Context: an optimization exercise on an open-source flow, tuned for small area, a short achievable clock period and few clock cycles per item. The choices shown serve that exercise and are no tape-out recipe.
Function was checked by simulation only, so behaviour that the tests miss may differ from the original.

## flow/design.v (module list and top-level ports; edited modules follow where they fit)
// module geofence: 445 lines
module geofence ( clk,reset,X,Y,valid,is_inside);
  // ...
==> flow/run.sh <==
#!/bin/bash
# synth_recipe.tcl (not shown) runs the flow's synth.tcl, then flattens the netlist and writes it again
# the make line also repeats each setting of config.mk as NAME=value (left out here)
make -C /OpenROAD-flow-scripts/flow DESIGN_CONFIG=/design/flow/config.mk WORK_HOME=/design/flow/orfs CLKGATE_MAP_FILE= SYNTH_SCRIPT=/design/flow/synth_recipe.tcl finish
==> flow/config.mk <==
export PLATFORM = sky130hd
export DESIGN_NAME = geofence
export DESIGN_NICKNAME = geofence
export VERILOG_FILES = /design/flow/design.v
export SDC_FILE = /design/flow/constraint.sdc
export NUM_CORES = 4
export LEC_CHECK = 0
export CAP_MARGIN = 20
export CORE_MARGIN = 2
export CORE_UTILIZATION = 60
export SETUP_SLACK_MARGIN = 5
export SLEW_MARGIN = 20
==> flow/constraint.sdc <==
create_clock -name core_clock -period 11.0 [get_ports {clk}]
set_input_delay 2.2000 -clock core_clock [delete_from_list [all_inputs] [get_ports {clk}]]
set_output_delay 2.2000 -clock core_clock [all_outputs]
set_load 0.01 [all_outputs]
==> impl_metrics.env, run 1 <==
export IMPL_status="timing/DRC/antenna clean"
export IMPL_synth_top_family_by_area="adder cells"
export IMPL_drtAntennaViolNets=0
export IMPL_fin_tns_setup_ns=0
export IMPL_use_met1_pct=41.22
export IMPL_crit_fanout=8
export IMPL_worstPathRequired_ns=11.05
export IMPL_n_clock_buffer=9
export IMPL_dp_slack_ns=3.699
export IMPL_grt_total_usage_pct=30.55
export IMPL_crit_path_end="rmy[0]"
export IMPL_buf_share_pct=4.356
export IMPL_critPathArrivalTime_ns=6.53
export IMPL_setup_viol=0
export IMPL_yosysTopAreaCell="fa_1"
export IMPL_clock_sinks=99
export IMPL_layout_worst_path_cycle_share_pct=58.85
export IMPL_top_layer="met5"
export IMPL_fin_crit_ns=6.473
export IMPL_worstRegToRegCells=23
export IMPL_die_w_um=166.1
export IMPL_grt_use_met3_pct=4.361
export IMPL_synth_cell_types=56
export IMPL_htreeDepth=3
export IMPL_grt_pass1_wl_mm=64.52
export IMPL_synth_avg_cell_area_um2=10.57
export IMPL_dp_cells=1799
export IMPL_setup_slack_ns=4.527
export IMPL_start_util_pct=60.84
export IMPL_async_reset_ff_share_pct=5.051
export IMPL_hold_path_end="cnt[0]"
export IMPL_criticalPathCategory="reg2reg"
export IMPL_crit_buf_inv=5
export IMPL_multi_input_area_share_pct=70.58
export IMPL_clk_share_pct=1.679
export IMPL_final_util_pct=66.73
Testbench counts, summed over its fixed seeds: cycles 20,369, items 2,400.
==> run 2, diff against run 1 <==
--- a/flow/config.mk
+++ b/flow/config.mk
@@ -7,6 +7,6 @@
 export LEC_CHECK = 0
 export CAP_MARGIN = 20
 export CORE_MARGIN = 2
-export CORE_UTILIZATION = 60
+export CORE_UTILIZATION = 40
 export SETUP_SLACK_MARGIN = 5
 export SLEW_MARGIN = 20
==> impl_metrics.env, run 2 <==
export IMPL_status="timing/DRC/antenna clean"
export IMPL_final_common_cell="fa_1"
export IMPL_crit_chain="and2_1, fa_1, fa_1, fa_2, fa_1, fa_1, fa_1, inv_1, ha_1, fa_1, a311oi_2, o311ai_4, a21oi_4, mux2i_1, o31a_1, nand3b_1, buf_4, a21oi_4, buf_6"
export IMPL_drv_cap=0
export IMPL_slew_headroom_pct=39.09
export IMPL_cts_hold_fix_buffers=0
export IMPL_die_w_um=202.5
export IMPL_core_area_um2=38740
export IMPL_die_h_um=202.5
export IMPL_clk_latency_ns=0.34
export IMPL_yosys_top_cells_area="fa_1 43%, edfxtp_1 13%, and2_1 11%"
export IMPL_max_stage_delay_ns=0.61
export IMPL_htreeDepth=3
export IMPL_dr_pass1_iters=5
export IMPL_async_reset_ff_share_pct=5.051
export IMPL_io_buffers=23
export IMPL_rows=72
export IMPL_worstPathRequired_ns=11.06
export IMPL_synth_cell_types=56
export IMPL_yosys_warnings=1
export IMPL_criticalPathCategory="reg2reg"
export IMPL_layout_worst_path_cycle_share_pct=58.17
export IMPL_postSynthRegisterBits=99
export IMPL_yosysTopAreaCell="fa_1"
export IMPL_hold_path_end="cnt[0]"
export IMPL_start_util_pct=40.69
export IMPL_grt_pass1_vias=12010
export IMPL_hp_start="cnt[0]"
export IMPL_cts_tree="built"
export IMPL_yosysMostFrequentCell="fa_1"
export IMPL_path_common_cell="fa_1"
export IMPL_min_path_type="reg2reg"
export IMPL_synth_nets=1962
export IMPL_netlist_area_um2=15760
export IMPL_synthTopCellsByCount="342 x fa_1, 271 x and2_1, 238 x inv_1"
export IMPL_place_hpwl_mm=28.87
export IMPL_clk_pin_slew_worst_paths_ns=0.07
export IMPL_diodes=0
export IMPL_most_common_layout_cells="319 x fa_1, 271 x and2_1, 237 x inv_1"
export IMPL_drtAntennaViolNets=0
export IMPL_totalWireLength_mm=38.74
export IMPL_fin_skew_ns=0.009666
export IMPL_grt_max_degree=23
export IMPL_reg2reg_to="rsx"
export IMPL_via_count=10520
export IMPL_antenna_found_initial=2
export IMPL_drive_gt1_share_pct=10.82
export IMPL_gp_congestion=0.8161
export IMPL_initialDrtViolationCount=685
export IMPL_cp_start_kind="flop"
export IMPL_worst_pin_slew_ns=0.9041
export IMPL_io_pins=24
export IMPL_cpMaxStageDelayCell="edfxtp_1"
export IMPL_fin_crit_ns=6.398
export IMPL_synth_ff_type="edfxtp_1"
export IMPL_synth_top_area_share_pct=43.43
export IMPL_reg2reg_from="rmy[4]"
export IMPL_final_util_pct=46.18
export IMPL_seq_area_um2=2715
export IMPL_nFillCells=3641
export IMPL_worstRegToRegCells=19
export IMPL_grt_pass1_wl_mm=64.05
export IMPL_syn_inst=1492
export IMPL_setup_viol=0
export IMPL_grt_total_usage_pct=20.23
export IMPL_drc=0
export IMPL_hold_viol=0
export IMPL_rrSetupSlack_ns=4.60
export IMPL_rsz0062_at_grt="true"
export IMPL_multi_input_area_um2=12270
export IMPL_synth_avg_cell_area_um2=10.57
export IMPL_crit_fanout=10
export IMPL_cts_made_buffers=9
export IMPL_dieArea_um2=41010
export IMPL_fin_tns_setup_ns=0
export IMPL_fmax_mhz=156.3
export IMPL_hold_worst_slack_ns=0.5251
export IMPL_ys_seq_area_share_pct=17.11
export IMPL_whs_path_depth=1
export IMPL_clockBufferDepth=2
export IMPL_crit_path_end_kind="flop"
export IMPL_area_delta_synth_final_pct=13.49
export IMPL_slew_violations=0
export IMPL_grt_remaining_overflow=0
export IMPL_synth_edf_count=69
export IMPL_avgRoutedWirePerCell_um=18.70
export IMPL_root_buffer="clkbuf_16"
export IMPL_clock_sinks=99
export IMPL_routed_via_density=5.079
export IMPL_final_nets=2018
export IMPL_critPathArrivalTime_ns=6.46
==> run 2: cell types whose count changed in the layout (fill, tap and decap cells not counted), sizes merged <==
cell and delta:
bufbuf +1, clkbuf +3, clkinv -2, buf +24
inv -3, bufinv +2
==> run 2: worst max-delay path: cells and delay by family (launching register included) <==
family | cells | cell delay, ns
DFF | 1 | 0.61
adders and majority gates | 8 | 3.47
muxes | 1 | 0.20
buffers and inverters | 3 | 0.36
AOI/OAI and AO/OA | 5 | 1.02
and+or+nand+nor | 2 | 0.43
==> run 2: kinds of logic after synthesis <==
logic type	share of synthesized area (%)
DFF	17.11
and+or+nand+nor	17.63
muxes	0.06350
AOI/OAI and AO/OA	2.992
adders and majority gates	51.85
buffers and inverters	7.199
xor gates and xnor gates	3.159
==> run 2: cell type report <==
class                   instances  share of cell area (%)
clock inverters                 4                  0.4476
repair buffers                106                   5.728
multi-input cells            1093                   68.57
well taps                     518                   3.623
flip-flops and latches         99                   15.18
clock buffers                  12                   1.441
inverters                     239                   5.015
==> run 2: metrics by stage <==
step / setup WS, ns / area [µm²] / instances
3_3_place_gp: 3.903 / 16600 / 1984
4_1_cts: 4.599 / 17720 / 2058
5_1_grt: 4.415 / 17890 / 2071
2_1_floorplan: 4.696 / 15900 / 1492
3_5_place_dp: 3.845 / 16600 / 1984
6_report: 4.602 / 17890 / 2071
==> run 2: worst max path at each step <==
stage | end | start
4_1_cts | lmy[8] | wmy[9]
3_3_place_gp | lmy[8] | wmy[8]
5_1_grt | rmx[9] | wmy[9]
6_report | rsx | rmy[4]
2_1_floorplan | lmx[0] | wmy[8]
3_5_place_dp | lmx[1] | wmy[7]
==> run 2: metal layers <==
metal  part of all wire, %  vias to the layer above  global-route usage, %
met5                     0                        -                      0
met4                   2.4                        0                  5.553
met3                   5.9                       53                  3.098
met2                    51                      297                  35.41
met1                    41                     5482                  26.16
li1                      -                     4686                      -
==> run 2: repair_timing <==
action	in CTS	in global routing
endpoints found under the setup margin	51	51
gates cloned	5	0
buffers inserted	53	13
pin swaps	30	23
gates resized for setup	58	18

==> re-timing with driven ports <==
The results above use ideal ports. As a check the final layouts listed here were re-extracted and re-timed, cells and wires unchanged. Step 1: set_driving_cell puts a clkbuf_16 on clk and a buf_2 on each other input, an assumption about the parent block. Step 2 adds t to the input delays and takes it off the output delays; t is the mean of the earliest and latest rising clock arrival at the registers after step 1. Input paths then give back, and output paths get back, about the clock's delay inside the block. Slacks: no drivers / after step 1 / after step 2; pairs: no drivers / after step 1.
| run | shift t [ns] | setup slack, ns | hold slack, ns | clock arrival spread, ns | worst data-port slew with drivers (ns) |
|---|---|---|---|---|---|
| run 1 | 0.380 | 4.527 / 4.527 / 4.527 | 0.524 / 0.524 / 0.524 | 0.014 / 0.014 | 0.03 |
| run 2 | 0.374 | 4.602 / 4.602 / 4.602 | 0.525 / 0.525 / 0.525 | 0.011 / 0.012 | 0.04 |
After both steps setup and hold are still met in every run listed.
